From an optimization exercise on the open Yosys and OpenROAD flow, aimed at small area, a short achievable clock period and few clock cycles per item; shortcuts taken in it are not production practice. At most, simulation tests tie the RTL to the original design; equivalence was not proved. Power figures rest on the tool's default switching activity, not on a simulated workload.

==> job 2440: inputs <==
==> flow/design.v (excerpt) <==
module multiplication_top(a_in, b_in, result, clk, reset, start, ready);
    input [63:0] a_in, b_in;
    input clk, reset, start;
    output ready;
    output [128:0] result;
    reg rdy_q;
    reg [2:0] cnt_q;
    reg [4:0] sel_q;              
    reg [57:0] hi_q;               
    reg [69:0] lo_q;               
    reg [64:0] s_q, c_q;           
    reg [13:0] sr_q, cr_q;          
    reg cb_q;                      
    reg [6:0] one_q, two_q, neg_q;
    wire last = !rdy_q && cnt_q == 3'd5;
    wire rdy_d = reset || (rdy_q ? !start : last);
    wire run = !reset && (rdy_q ? start : !last);
    wire [14:0] ach0 = {a_in[13:0], 1'b0};
    wire [14:0] ach;
    assign ach = ({15{sel_q[1]}} & {a_in[27], a_in[26], a_in[25], a_in[24], a_in[23], a_in[22], a_in[21], a_in[20], a_in[19], a_in[18], a_in[17], a_in[16], a_in[15], a_in[14], a_in[13]})
        | ({15{sel_q[2]}} & {a_in[41], a_in[40], a_in[39], a_in[38], a_in[37], a_in[36], a_in[35], a_in[34], a_in[33], a_in[32], a_in[31], a_in[30], a_in[29], a_in[28], a_in[27]})
        | ({15{sel_q[3]}} & {a_in[55], a_in[54], a_in[53], a_in[52], a_in[51], a_in[50], a_in[49], a_in[48], a_in[47], a_in[46], a_in[45], a_in[44], a_in[43], a_in[42], a_in[41]})
        | ({15{sel_q[4]}} & {1'b0, 1'b0, 1'b0, 1'b0, 1'b0, 1'b0, a_in[63], a_in[62], a_in[61], a_in[60], a_in[59], a_in[58], a_in[57], a_in[56], a_in[55]});
    wire [6:0] one0, two0, neg0, one_d, two_d, neg_d;
    genvar g;
    generate for (g = 0; g < 7; g = g + 1) begin : enc
        assign one0[g] = ach0[2*g+1] ^ ach0[2*g];
  ...
Settings: LEC_CHECK=0, CAP_MARGIN=20, CORE_MARGIN=2, CORE_UTILIZATION=40, SLEW_MARGIN=20; clock period 4.0 ns.
standard.sh (not shown) runs the stock make flow with config.mk's settings and CLKGATE_MAP_FILE= SYNTH_SCRIPT=/design/flow/synth_recipe.tcl, a recipe that flattens the netlist after the stock synthesis.
==> flow/flow/run.sh <==
#!/bin/bash
# The standard layout (standard.sh: standard synthesis, floorplan, place,
# CTS, route), except that the ports are buffered with plain sky130 buf_1
# cells instead of the delay buffers buffer_ports picks by default.
# make's full output goes to flow_make.log here; ORFS's per-step logs are
# under orfs/logs/.
set -euo pipefail
bash standard.sh "BUFFER_PORTS_ARGS=-buffer_cell sky130_fd_sc_hd__buf_1" finish > flow_make.log 2>&1
==> job 2644 (differences from job 2440) <==
--- a/flow/config.mk
+++ b/flow/config.mk
@@ -4,8 +4,11 @@
 export VERILOG_FILES = /design/flow/design.v
 export SDC_FILE = /design/flow/constraint.sdc
 export NUM_CORES = 4
 export LEC_CHECK = 0
 export CAP_MARGIN = 20
 export CORE_MARGIN = 2
 export CORE_UTILIZATION = 40
+export CTS_CLUSTER_DIAMETER = 100
+export CTS_CLUSTER_SIZE = 30
+export PLACE_DENSITY = 0.72
 export SLEW_MARGIN = 20
==> job 7164 (differences from job 2440) <==
--- a/flow/design.v
+++ b/flow/design.v
@@ -1449,16 +1449,16 @@
     assign {fc906, fs905} = fs757 + hc612 + fc756;
     assign {fc908, fs907} = pp6[62] + fc758 + hs759;
     assign {fc910, fs909} = npy5 + pp6[63] + hc760;
     assign {hc912, hs911} = pz5 + npx6;
     wire [78:0] ts = {pz6, hc912, fc910, fc908, fc906, fc904, fc902, fc900, fc898, fc896, fc894, fc892, fc890, fc888, fc886, fc884, fc882, fc880, fc878, fc876, fc874, fc872, fc870, fc868, fc866, fc864, fc862, fc860, fc858, fc856, fc854, fc852, fc850, fc848, fc846, fc844, fc842, fc840, fc838, fc836, fc834, fc832, fc830, fc828, fc826, fc824, fc822, fc820, fc818, fc816, fc814, fc812, fc810, fc808, fc806, fc804, fc802, fc800, fc798, fc796, fc794, fc792, fc790, fc788, fc786, fc784, fc782, fc780, fc778, fc776, fc774, fc772, fc770, fc768, fc766, fc764, hc762, hs761, fs1};
     wire [78:0] tc = {1'b0, npy6, hs911, fs909, fs907, fs905, fs903, fs901, fs899, fs897, fs895, fs893, fs891, fs889, fs887, fs885, fs883, fs881, fs879, fs877, fs875, fs873, fs871, fs869, fs867, fs865, fs863, fs861, fs859, fs857, fs855, fs853, fs851, fs849, fs847, fs845, fs843, fs841, fs839, fs837, fs835, fs833, fs831, fs829, fs827, fs825, fs823, fs821, fs819, fs817, fs815, fs813, fs811, fs809, fs807, fs805, fs803, fs801, fs799, fs797, fs795, fs793, fs791, fs789, fs787, fs785, fs783, fs781, fs779, fs777, fs775, fs773, fs771, fs769, fs767, fs765, fs763, fc2, 1'b0};
     wire [71:0] fp = {s_q[57:0], sr_q};
-    wire [71:0] fq = {c_q[57:0], cr_q};
-    wire [71:0] fres = fp + fq + {71'd0, cb_q};
+    wire [71:0] fq = {c_q[57:0], cr_q[13:1], cb_q};
+    wire [71:0] fres = fp + fq;
     wire cb_d = fres[14] ^ fp[14] ^ fq[14];
     always @(posedge clk) begin
         rdy_q <= rdy_d;
         cnt_q <= rdy_q ? 3'd1 : cnt_q + 3'd1;
         sel_q <= rdy_d ? 5'd2 : {sel_q[3:0], 1'b0};
         one_q <= one_d;
         two_q <= two_d;
--- a/flow/config.mk
+++ b/flow/config.mk
@@ -4,8 +4,10 @@
 export VERILOG_FILES = /design/flow/design.v
 export SDC_FILE = /design/flow/constraint.sdc
 export NUM_CORES = 4
 export LEC_CHECK = 0
 export CAP_MARGIN = 20
 export CORE_MARGIN = 2
 export CORE_UTILIZATION = 40
+export CTS_CLUSTER_DIAMETER = 80
+export CTS_CLUSTER_SIZE = 20
 export SLEW_MARGIN = 20
==> job 7019 (differences from job 2440) <==
==> flow/config.mk (replaced) <==
export PLATFORM = sky130hd
export DESIGN_NAME = multiplication_top
export DESIGN_NICKNAME = multiplication_top
export VERILOG_FILES = /design/flow/design.v
export SDC_FILE = /design/flow/constraint.sdc
export NUM_CORES = 4
export LEC_CHECK = 0
export ABC_AREA = 1
export CAP_MARGIN = 20
export CORE_MARGIN = 2
export CORE_UTILIZATION = 40
export CTS_CLUSTER_DIAMETER = 100
export CTS_CLUSTER_SIZE = 30
export SLEW_MARGIN = 20
==> qor summary <==
item                                                           job 7164   job 7019   job 2440   job 2644
Result of the run                      no timing/DRC/antenna violations  no timing/DRC/antenna violations  no timing/DRC/antenna violations  no timing/DRC/antenna violations
Site Rows                                                           103        106        103        103
Data required time of the worst path                            4.49 ns    4.52 ns    4.44 ns    4.43 ns
Syn-to-layout area delta                                          18.7%      15.2%      18.4%      16.4%
Setup crit start kind                                     primary input   register   register   register
Synthesized-area fraction occupied by xor and xnor cells          14.8%      12.8%      14.7%      14.7%
Highest routing layer actually used                                met5       met4       met5       met5
Post-Synthesis Cell Area                                      31700 um2  33800 um2  31600 um2  31600 um2
Depth of the worst register-to-register path                         12         11         12         11
DRT Pass-1 Iters                                                      6          6          7          8
Fraction of power spent switching nets                            47.4%      49.4%      46.0%      47.3%
Part of the power in registers                                    17.1%      17.9%      16.6%      17.6%
Combinational cell power                                       0.0212 W   0.0211 W   0.0212 W   0.0209 W
Non-clock buffer area fraction after layout                       11.5%      10.6%      10.3%      10.3%
Pre-CTS WS                                                    -0.665 ns  -0.436 ns  -0.527 ns  -0.615 ns
Overall power after layout                                     0.0293 W   0.0289 W   0.0299 W   0.0284 W
Clock buffer instance count of the final layout                      33         24         48         27
Testbench counts of job 2440, summed over its fixed seeds: cycles 9,608, items 1,600.
Testbench counts of job 2644, summed over its fixed seeds: cycles 9,608, items 1,600.
Testbench counts of job 7019, summed over its fixed seeds: cycles 9,608, items 1,600.
Function not checked in job 7164: the RTL went through the layout flow alone.

==> separate check: timing with driven ports <==
No port has a modelled driver above. Below, the same layouts with a new extraction and two added sets of constraints.
Step 1: set_driving_cell puts a clkbuf_16 on clk and a buf_2 on each other input, an assumption about the parent block.
Step 2 moves the port delays by t, midway between the first and last clock arrival at a register: inputs arrive t later, outputs are due t later. That takes back most of the time a late clock gives input paths.
Slacks: no drivers / after step 1 / after step 2; pairs: no drivers / after step 1.
run | shift t [ns] | setup slack, ns | latest minus earliest clock arrival (ns) | worst data-port slew with drivers (ns)
job 2440 | 0.631 | 0.123 / 0.123 / -0.453 | 0.047 / 0.047 | 0.12
job 2644 | 0.635 | 0.089 / 0.089 / -0.476 | 0.055 / 0.055 | 0.13
job 7164 | 0.691 | 0.096 / 0.133 / -0.545 | 0.027 / 0.027 | 0.12
job 7019 | 0.659 | 0.150 / 0.150 / -0.388 | 0.064 / 0.064 | 0.07
Met with ideal ports but missed after step 2: setup timing in every run listed. The setup slack of job 7164, which loses most, moves by +0.037 ns with the drivers and by -0.641 ns with both steps.
